Source: an optimization exercise on an open RTL-to-GDS flow (aim: small area). Production flows keep margins and buffers that such runs may drop. Only simulation tests tie the RTL to the original design; equivalence was not proved. In this run the design's own scripts or RTL, not TritonCTS, make the clock network. The flow treats the clock pin as an ideal source. Dropping or thinning the clock tree relies on that and would not hold on a real chip. Power is estimated from default activity; no workload was simulated.

[flow/design.v]
module rand_gen(clk, load, r);
input clk;
input load;
output reg [6:0] r;
always @(posedge clk)
begin
	if (load)
		r <= 7'b0101101;
	else
		r <= {r[4] ^ r[0], r[6:1]};
end
endmodule
module seven_segment (
input [3:0]i,
output reg [6:0]o
);
always @(*)
begin
	case (i)
	4'd0: o = 7'h40;
	4'd1: o = 7'h79;
	4'd2: o = 7'h24;
	4'd3: o = 7'h30;
	4'd4: o = 7'h19;
	4'd5: o = 7'h12;
	4'd6: o = 7'h02;
	4'd7: o = 7'h78;
	4'd8: o = 7'h00;
	4'd9: o = 7'h10;
	default: o = 7'bx;
	endcase
end
endmodule
module seven_segment_negative(i,ou);
input i;
output [6:0]ou;
assign ou = i ? 7'b0111111 : 7'b1000000;
endmodule
module three_decimal_vals_w_neg (
input clk,
input rst,
input en,         
input hit,        
output [6:0]seg7_neg_sign,
output [6:0]seg7_ones,
output [6:0]seg7_tens,
output [6:0]seg7_huns
);
reg neg;
reg [3:0] t;
reg [2:0] o;
wire z   = (t == 4'd0) && (o == 3'd0);
wire q1  = (t == 4'd0) && (o == 3'd1);
wire q63 = (t == 4'd12) && (o == 3'd3);
wire q64 = (t == 4'd12) && (o == 3'd4);
wire up  = z | ((hit ^ neg) & ~(neg & q64));
always @(posedge clk or negedge rst)
begin
	if (!rst)
	begin
		neg <= 1'b0;
		t <= 4'd0;
		o <= 3'd0;
	end
	else if (en)
	begin
		neg <= neg ? ~((q1 & hit) | (q64 & ~hit)) : ((z & ~hit) | (q63 & hit));
		if (up)
		begin
			if (o == 3'd4)
			begin
				o <= 3'd0;
				t <= t + 1'b1;
			end
			else
				o <= o + 1'b1;
		end
		else
		begin
			if (o == 3'd0)
			begin
				o <= 3'd4;
				t <= t - 1'b1;
			end
			else
				o <= o - 1'b1;
		end
	end
end
wire quirk = neg & (((t == 4'd6) && (o == 3'd2)) | q64);
wire [2:0] od = quirk ? 3'd0 : o;
wire [3:0] td = quirk ? 4'd0 : ((t >= 4'd10) ? t - 4'd10 : t);
wire h = ~quirk & (t >= 4'd10);
seven_segment lsb({od, 1'b0}, seg7_ones);
seven_segment msb(td, seg7_tens);
seven_segment mmb({3'd0, h}, seg7_huns);
seven_segment_negative sg(neg, seg7_neg_sign);
endmodule
module time_to_hit(clk, init, en, done);
input clk;
input init;       
input en;
output done;
reg [8:0] counter;
wire [9:0] inc = counter + en;
assign done = &counter;
always @(posedge clk)
begin
	if (init)
		counter <= 9'd9;
	else
		counter <= inc[8:0] | {5'd0, inc[9], 1'b0, inc[9], 1'b0};
end
endmodule
module delay(clk, load, first, done);
input clk;
input load;
input first;
output done;
reg [8:0] x;
assign done = (x[8:7] == 2'b10) && (x[5:0] == 6'b100100);
always @(posedge clk)
begin
	if (load)
		x <= {4'b0010, ~first, 4'b1011};
	else
		x <= {x[7:0], x[8] ^ x[4]};
end
endmodule
module guitar(
input clk,
input rst,
input start,
input [3:0]buttons,
output [6:0]seg7_neg_sign,
output [6:0]seg7_dig0,
output [6:0]seg7_dig1,
output [6:0]seg7_dig2,
output [6:0]num_to_hit,
output led
);
localparam START  = 3'd0,
           CHECK1 = 3'd1,    
           CHECK  = 3'd3,
           NOTE1  = 3'd2,
           NOTE   = 3'd6,
           NOTEX  = 3'd7,
           DELAY  = 3'd5,
           DONE   = 3'd4;
reg  [2:0] S;
reg  [2:0] NS;
reg  [6:0] notes;        
reg  [1:0] random;       
reg  [1:0] hit_num;      
reg        bp;           
reg        bc;           
wire [6:0] y;            
wire       win_done;     
wire       del_end;      
wire is_check = (S == CHECK1) || (S == CHECK);
wire note01   = (S == NOTE1) || (S == NOTE);
wire win_en   = (S == NOTE) || (S == NOTEX) || (S == DELAY) || (S == CHECK);
wire last     = &notes;
assign led = (S == DONE) & notes[0];
rand_gen myrand(clk, (S == START) || (S == CHECK1), y);
time_to_hit my(clk, S == START, win_en, win_done);
delay mydelay(clk, S == NOTEX, notes == 7'd0, del_end);
seven_segment numout({2'b00, hit_num}, num_to_hit);
three_decimal_vals_w_neg mynum(clk, rst, bp, bc, seg7_neg_sign, seg7_dig0, seg7_dig1, seg7_dig2);
always @(*)
begin
	case (S)
	START:  NS = start ? CHECK1 : START;
	CHECK1: NS = NOTE1;
	CHECK:  NS = last ? DONE : NOTE1;
	NOTE1,
	NOTE:   NS = (bp | win_done) ? NOTEX : NOTE;
	NOTEX:  NS = DELAY;
	DELAY:  NS = del_end ? CHECK : DELAY;
	default: NS = DONE;
	endcase
end
always @(posedge clk)
begin
	if (S == START)
		notes <= 7'd0;
	else if (S == CHECK)
		notes <= notes + 1'b1;
	else if (S == DONE)
		notes[0] <= 1'b1;
	if (is_check)
		random <= ~{y[0], y[1]};
	bc <= ~buttons[hit_num];
end
always @(posedge clk or negedge rst)
begin
	if (rst == 1'b0)
	begin
		S <= START;
		hit_num <= 2'd0;
		bp <= 1'b0;
	end
	else
	begin
		S <= NS;
		if (S == CHECK)
			hit_num <= random;
		bp <= note01 & ~&buttons;
	end
end
endmodule
[flow/flow/run.sh]
#!/bin/bash
# Own layout flow: the standard synthesis, then its combinational logic re-mapped
# for area (registers and their names untouched), then the standard layout steps
# with the port buffers made of the smallest buffer cell and a clock net of three buffers.
set -euo pipefail
W=$(pwd)
R=$W/orfs/results/$FLOW_PLATFORM/guitar/base
LIB=$FLOW_HOME/platforms/$FLOW_PLATFORM/lib/sky130_fd_sc_hd__tt_025C_1v80.lib
YOSYS=$(command -v yosys || echo "$FLOW_HOME/../tools/install/yosys/bin/yosys")

bash standard.sh synth > "$W/flow_synth.log" 2>&1
cp "$R/1_2_yosys.v" "$W/standard_synth.v"

# A second starting point for the re-map: ORFS's synthesis of the flattened
# design. It is used only if its registers (instance names and cell types) are
# exactly those of the standard synthesis.
regs() { grep -E '^ *sky130_fd_sc_hd__(df|edf|sdf|dl)' "$1" | awk '{print $1, $2}' | sort; }
starts="std"
if make -C "$FLOW_HOME" DESIGN_CONFIG="$W/config.mk" WORK_HOME="$W/orfs_flat" CLKGATE_MAP_FILE= \
     SYNTH_ARGS="-flatten -nofsm -noshare" synth > "$W/flow_synth_flat.log" 2>&1; then
  cp "$W/orfs_flat/results/$FLOW_PLATFORM/guitar/base/1_2_yosys.v" "$W/flat_synth.v"
  if [[ -n "$(regs "$W/flat_synth.v")" && "$(regs "$W/flat_synth.v")" == "$(regs "$W/standard_synth.v")" ]]; then
    starts="std flat"
  fi
fi
echo "re-map starting points: $starts" > "$W/flow_reopt.log"

# several area re-maps (two scripts, four seeds each, per starting point); the
# smallest is kept
mkdir -p "$W/reopt"
for start in $starts; do
  src=$W/standard_synth.v
  [[ $start == flat ]] && src=$W/flat_synth.v
  for script in area area2; do
    for seed in 1 2 3 4; do
      sed "s/SEED/$seed/" "$W/flow/$script.abc" > "$W/reopt/$start-$script-$seed.abc"
      REOPT_LIB=$LIB REOPT_IN=$src REOPT_OUT=$W/reopt/$start-$script-$seed.v \
        REOPT_ABC=$W/reopt/$start-$script-$seed.abc timeout 600 \
        "$YOSYS" -c "$W/flow/reopt.tcl" > "$W/reopt/$start-$script-$seed.log" 2>&1 &
    done
    wait
  done
done
best=""
bestarea=""
for f in "$W"/reopt/*.v; do
  [[ -s "$f" && -s "$f.stat" ]] || continue
  a=$(awk '/Chip area for module .\\guitar/{print $NF}' "$f.stat" | tail -1)
  [[ -n "$a" ]] || continue
  if [[ -z "$bestarea" ]] || awk -v a="$a" -v b="$bestarea" 'BEGIN{exit !(a < b)}'; then
    best=$f
    bestarea=$a
  fi
done
echo "re-map kept: $best ($bestarea)" | tee -a "$W/flow_reopt.log"
cp "$best" "$W/reopt.v"

cp "$W/reopt.v" "$R/1_2_yosys.v"
rm -f "$R/1_synth.odb" "$R/1_synth.sdc"
touch "$R/1_2_yosys.v"

export BUFFER_PORTS_ARGS="-buffer_cell sky130_fd_sc_hd__buf_1"
# keep the shared tie cells of the synthesis
export SKIP_REPAIR_TIE_FANOUT=1
bash standard.sh place > "$W/flow_place.log" 2>&1

# clock distribution: three clock buffers (see clock.tcl) instead of the clock tree step
PLATFORM_DIR=$FLOW_HOME/platforms/$FLOW_PLATFORM CLK_BUF_CELL=sky130_fd_sc_hd__clkbuf_8 CLK_BUF_COUNT=3 \
  FLOW_CLOCK_PORT=clk CLK_IN_ODB=$R/3_place.odb CLK_IN_SDC=$R/3_place.sdc \
  CLK_OUT_ODB=$R/4_1_cts.odb CLK_OUT_SDC=$W/clock.sdc \
  openroad -no_init -exit "$W/flow/clock.tcl" > "$W/flow_clock.log" 2>&1
cp "$R/4_1_cts.odb" "$R/4_cts.odb"
cp "$W/clock.sdc" "$R/4_cts.sdc"

bash standard.sh finish > "$W/flow_layout.log" 2>&1
[flow/flow/area.abc]
strash
&get -n
&deepsyn -J 200 -S SEED -T 120
&put
strash
&get -n
&dch -f
&nf -R 1000
&put
[flow/flow/area2.abc]
strash
&get -n
&deepsyn -J 200 -S SEED -T 120
&put
strash
dch -f
map -a
strash
&get -n
&dch -f
&nf -R 1000 -p
&put
[flow/flow/clock.tcl]
# Clock distribution in place of ORFS's clock tree step: CLK_BUF_COUNT clock
# buffers driven straight from the clock port, each at the centre of the group
# of registers it drives (groups of equal size by k-means on position). Every register sees
# one buffer of the same type between the port and its clock pin.
set platform $::env(PLATFORM_DIR)
read_lef $platform/lef/sky130_fd_sc_hd.tlef
read_lef $platform/lef/sky130_fd_sc_hd_merged.lef
read_liberty $platform/lib/sky130_fd_sc_hd__tt_025C_1v80.lib
read_db $::env(CLK_IN_ODB)
read_sdc $::env(CLK_IN_SDC)
source $platform/setRC.tcl

set db [ord::get_db]
set block [ord::get_db_block]
set master [$db findMaster $::env(CLK_BUF_CELL)]
set clk [$block findNet $::env(FLOW_CLOCK_PORT)]
$clk setSigType CLOCK
set nbuf $::env(CLK_BUF_COUNT)

# register clock pins and their positions
set pins {}
foreach it [$clk getITerms] {
  set box [[$it getInst] getBBox]
  lappend pins [list $it [expr {([$box xMin] + [$box xMax]) / 2}] [expr {([$box yMin] + [$box yMax]) / 2}]]
}
set pins [lsort -integer -index 1 $pins]

# k-means on the pin positions, seeded from the pins sorted by x
set k 0
set centres {}
for {set k 0} {$k < $nbuf} {incr k} {
  set p [lindex $pins [expr {int(($k + 0.5) * [llength $pins] / $nbuf)}]]
  lappend centres [list [lindex $p 1] [lindex $p 2]]
}
# balanced k-means: every buffer drives at most ceil(pins / buffers) pins
set cap [expr {([llength $pins] + $nbuf - 1) / $nbuf}]
for {set iter 0} {$iter < 50} {incr iter} {
  set pairs {}
  set i 0
  foreach p $pins {
    for {set k 0} {$k < $nbuf} {incr k} {
      set c [lindex $centres $k]
      lappend pairs [list [expr {abs([lindex $p 1] - [lindex $c 0]) + abs([lindex $p 2] - [lindex $c 1])}] $i $k]
    }
    incr i
  }
  set pairs [lsort -real -index 0 $pairs]
  set assign [lrepeat [llength $pins] -1]
  set load [lrepeat $nbuf 0]
  foreach pr $pairs {
    lassign $pr d i k
    if {[lindex $assign $i] >= 0 || [lindex $load $k] >= $cap} { continue }
    lset assign $i $k
    lset load $k [expr {[lindex $load $k] + 1}]
  }
  set newc {}
  for {set k 0} {$k < $nbuf} {incr k} {
    set sx 0.0; set sy 0.0; set n 0
    foreach p $pins a $assign {
      if {$a == $k} { set sx [expr {$sx + [lindex $p 1]}]; set sy [expr {$sy + [lindex $p 2]}]; incr n }
    }
    if {$n > 0} { lappend newc [list [expr {$sx / $n}] [expr {$sy / $n}]] } else { lappend newc [lindex $centres $k] }
  }
  set centres $newc
}

for {set k 0} {$k < $nbuf} {incr k} {
  set leaf [odb::dbNet_create $block clknet_${k}_clk]
  $leaf setSigType CLOCK
  set buf [odb::dbInst_create $block $master clkbuf_${k}_clk]
  set n 0
  foreach p $pins a $assign {
    if {$a == $k} {
      set it [lindex $p 0]
      $it disconnect
      $it connect $leaf
      incr n
    }
  }
  puts "clock buffer $k drives $n pins"
  [$buf findITerm A] connect $clk
  [$buf findITerm X] connect $leaf
  set c [lindex $centres $k]
  $buf setLocation [expr {int([lindex $c 0])}] [expr {int([lindex $c 1])}]
  $buf setPlacementStatus PLACED
}

detailed_placement
check_placement -verbose
set_propagated_clock [all_clocks]
estimate_parasitics -placement
report_clock_skew
report_checks -path_delay min -format full_clock_expanded
report_check_types -max_slew -max_capacitance -max_fanout -violators
write_db $::env(CLK_OUT_ODB)
write_sdc -no_timestamp $::env(CLK_OUT_SDC)
[flow/flow/reopt.tcl]
# Re-map the combinational logic of the standard synthesis for area. Registers
# (cell type and instance name) and tie cells are kept as they are.
set lib $::env(REOPT_LIB)
set in  $::env(REOPT_IN)
set out $::env(REOPT_OUT)
set abc $::env(REOPT_ABC)
yosys read_liberty -ignore_miss_func $lib
yosys read_verilog $in
yosys hierarchy -top $::env(FLOW_TOP)
yosys setattr -mod -set keep_hierarchy 1 sky130_fd_sc_hd__df* sky130_fd_sc_hd__edf* sky130_fd_sc_hd__conb*
yosys flatten
yosys rename -hide w:*.* 
yosys opt_clean -purge
yosys tee -o $out.before.stat stat
yosys abc -liberty $lib -dont_use *lpflow* -dont_use *probe* -dont_use *_ha_* -dont_use *_fa_* -script $abc
yosys opt_clean -purge
yosys splitnets
yosys opt_clean -purge
yosys hilomap -singleton -hicell sky130_fd_sc_hd__conb_1 HI -locell sky130_fd_sc_hd__conb_1 LO
yosys insbuf -buf sky130_fd_sc_hd__buf_4 A X
yosys tee -o $out.stat stat -liberty $lib
yosys blackbox sky130_fd_sc_hd__*
yosys hierarchy -top $::env(FLOW_TOP)
yosys write_verilog -noattr -noexpr -nohex -nodec $out
[flow/standard.sh]
#!/bin/bash
# synth_recipe.tcl (not shown) runs the flow's synth.tcl, then flattens the netlist and writes it again
# the make line also repeats each setting of config.mk as NAME=value (left out here)
make -C /OpenROAD-flow-scripts/flow DESIGN_CONFIG=/design/flow/config.mk WORK_HOME=/design/flow/orfs CLKGATE_MAP_FILE= SYNTH_SCRIPT=/design/flow/synth_recipe.tcl "${@:-finish}"
[flow/config.mk]
export PLATFORM = sky130hd
export DESIGN_NAME = guitar
export DESIGN_NICKNAME = guitar
export VERILOG_FILES = /design/flow/design.v
export SDC_FILE = /design/flow/constraint.sdc
export NUM_CORES = 4
export LEC_CHECK = 0
export CAP_MARGIN = 20
export CORE_MARGIN = 2
export CORE_UTILIZATION = 40
export SLEW_MARGIN = 20
[flow/constraint.sdc]
create_clock -name core_clock -period 10.0 [get_ports {clk}]
set_input_delay 2.0000 -clock core_clock [delete_from_list [all_inputs] [get_ports {clk}]]
set_output_delay 2.0000 -clock core_clock [all_outputs]
set_load 0.01 [all_outputs]
==> notes.md <==
## worst reg2reg max path, delay by kind of cell (launching register included)
family,cells,cell delay [ps]
xor gates and xnor gates,1,140
DFF,1,460
and+or+nand+nor,5,1330
AOI/OAI and AO/OA,2,450
## final timing paths
check                                to  slack (ps)
setup / recovery           seg7_dig1[2]        5980
hold / removal              myrand.r[2]         420
setup reg to reg             mynum.t[3]        7510
hold reg to reg             myrand.r[2]         420
max in group asynchronous          S[2]        7640
min in group asynchronous          S[1]        1870
## power groups by stage
stage / sequential (uW) / clock (uW) / combinational (uW)
after global placement: 347 / 0 / 217
final: 344 / 76.3 / 218
after detailed placement: 349 / 0 / 220
after floorplan: 330 / 0 / 191
after global routing: 356 / 88.1 / 250
## layer usage
layer	part of all wire, %	wire length [um]	vias to the layer above	GRT usage (%)
met5	0	0	-	0
met4	1.1	42	0	1.250
met3	4.9	191	2	1.163
met2	41	1599	46	20.26
met1	53	2033	740	18.53
li1	-	-	857	-
## area by class of cell
| class | instances | area (sq um) | share of cell area (%) |
|---|---|---|---|
| buffer | 3 | 41.29 | 1.793 |
| inverter | 6 | 22.52 | 0.9777 |
| multi-input combinational | 166 | 938.4 | 40.74 |
| sequential | 49 | 1071 | 46.50 |
| tap | 70 | 87.58 | 3.802 |
| timing repair buffer | 38 | 142.6 | 6.192 |
## per-stage QoR
stage,instances,utilization [%],power (uW),cell area [sq um]
global placement,329,43.73,563.6,2262
global route,332,44.53,694.2,2303
floorplan,239,-,520.8,2167
detailed placement,329,43.73,569.0,2262
finish,332,44.53,638.6,2303
## flip-flops by register name, summed over array words and instances, names as in the netlist
| name | flops |
|---|---|
| myrand.r | 7 |
| bc | 1 |
| bp | 1 |
| S | 3 |
| mydelay.x | 9 |
| mynum.neg | 1 |
| notes | 7 |
| random | 2 |
| hit_num | 2 |
| mynum.t | 4 |
| mynum.o | 3 |
| my.counter | 9 |
## placed cells by master, fill, tap and decap left out, types with 2 or more instances in the layout
master	n
a21oi_1	14
a22oi_1	3
a31oi_1	2
a32oi_1	2
and2_0	9
and3_1	3
buf_1	38
clkbuf_8	3
clkinv_1	6
conb_1	2
dfrtp_1	14
dfxtp_1	33
edfxtp_1	2
nand2_1	22
nand2b_1	4
nand3_1	10
nand4_1	4
nor2_1	21
nor2b_1	14
nor3_1	7
nor3b_1	3
nor4_1	2
o21ai_0	17
or2_0	5
or3_1	3
xnor2_1	5
xor2_1	3
==> summary.md <==
| Metric | Value |
|---|---|
| Residual DRC | `0` |
| Crit path buf inv count | `1` |
| WL/cell | `11.65 um` |
| Reg-to-Reg Start | `mynum.t[2]` |
| Crit path capture type | `output pin` |
| Min cycle time layout | `4021 ps` |
| Vias in the first global route | `1,384` |
| Min-delay src | `myrand.r[3]` |
| Slew Limit Headroom | `49.81%` |
| Largest net degree at the start of global routing | `18` |
| RSZ-0062 raised after global routing | `false` |
| # Max-Cap Violations | `0` |
| Cell Int Power | `398.5 uW` |
| Comb pwr share | `34.1%` |
| CP max stage cell | `dfrtp_1` |
| Mean Syn Cell Area | `9.067 sq um` |
| Sw power | `240.1 uW` |
| Hold Slack | `424.8 ps` |
| Vias | `1,645` |
| Die ar. | `6023 sq um` |
| IO Pins | `43` |
| Clock power frac | `11.9%` |
| Cell family with most CP delay | `simple AND/OR/NAND/NOR gates` |
| Status | `finished clean` |
| Vias/cell | `4.955` |
| Final hold violations | `0` |
| Syn Inst Count | `239` |
| Syn-to-layout area delta | `6.293%` |
| CP Depth | `9` |
| Worst path cell trace | `nor2b_1 -> o21ai_0 -> nor3_1 -> o21ai_0 -> and2_0 -> nand2_1 -> o21ai_0 -> nor2b_1 -> buf_1` |
| Overflow after GRT | `0` |
| Placement Setup Slack | `6168 ps` |
| Final setup fails | `0` |
| Setup TNS | `0 ps` |
| Cell depth of the worst flop-to-flop path | `8` |
| Syn. warnings | `6` |
| Most common cell on crit path | `o21ai_0` |
| Final worst-path cycle share | `40.21%` |
| Total Wirelength | `3.867 mm` |
| Post-Syn Area | `2167 sq um` |
| Fill count | `540` |
| Final Worst Setup Slack | `5979 ps` |
| Worst Hold Class | `register to register` |
| Clock-pin slew on the worst setup and hold paths | `100 ps` |
| Worst setup SP type | `register` |
| Starting Density | `41.90%` |
| Total GRT Usage | `12.43%` |
| Row cnt | `26` |
| Antenna violations before repair | `0` |
| Nets | `271` |
| Die H | `77.61 um` |
| Clock Latency Late Sink | `160 ps` |
| TritonRoute pass-1 iters | `4` |
| WS Path Type | `register to output pin` |
| Clock skew | `17.45 ps` |
| DRT iter0 DRCs | `65` |
| Layout cells sized above 1 | `1.527%` |
| Worst slew pin tran | `752.8 ps` |
| Post-route ant nets | `0` |
| Worst Setup SP | `mynum.t[1]` |
| First-pass GRT wire length | `6.361 mm` |
| Core ar. | `5172 sq um` |
| Share of power burned in registers | `53.9%` |
| CP required | `8000 ps` |
| Fin. max-slew vios | `0` |
| Switching Fraction | `37.60%` |
| WHS Path Cells | `1` |
| Leak pwr | `0.0009152 uW` |
| Worst stage delay on the critical path | `460 ps` |
| Worst vdd ir | `143.6 uV` |
| Final HPWL from detailed placement | `2.932 mm` |
| Arrival time worst endpoint | `2020 ps` |
| I/O Buffers | `38` |
| Antenna cells | `0` |
| Syn_nets | `246` |
| Fmax | `248.7 MHz` |
| Die X | `77.61 um` |
| Final Wtd Congestion | `0.8101` |
| PD cells | `277.3 nW/um^2` |
| Critical-path maximum fanout | `7` |

-- what the ideal ports hide --
How much do the figures lean on ideal ports? The routed layout below was timed once more, with nothing changed but the port constraints.
Step 1 (the two cells are an assumption about what drives the block):
set clk [get_ports {clk}]
set_driving_cell -lib_cell sky130_fd_sc_hd__clkbuf_16 $clk
set_driving_cell -lib_cell sky130_fd_sc_hd__buf_2 [delete_from_list [all_inputs] $clk]
Step 2, shift: input delay + t, output delay - t, t = (earliest + latest rising clock arrival at the registers) / 2. This alone moves slack from input paths to output paths.
Slacks: ideal ports / drivers / drivers and shift; pairs: ideal ports / drivers.
t, ns: 0.200
slack for setup (ns): 5.979 / 5.932 / 6.132
clock arrival spread, ns: 0.018 / 0.018
After both steps this run still meets setup and hold. For this run, drivers alone change the setup slack by -0.047 ns; drivers and shift together by +0.153 ns.
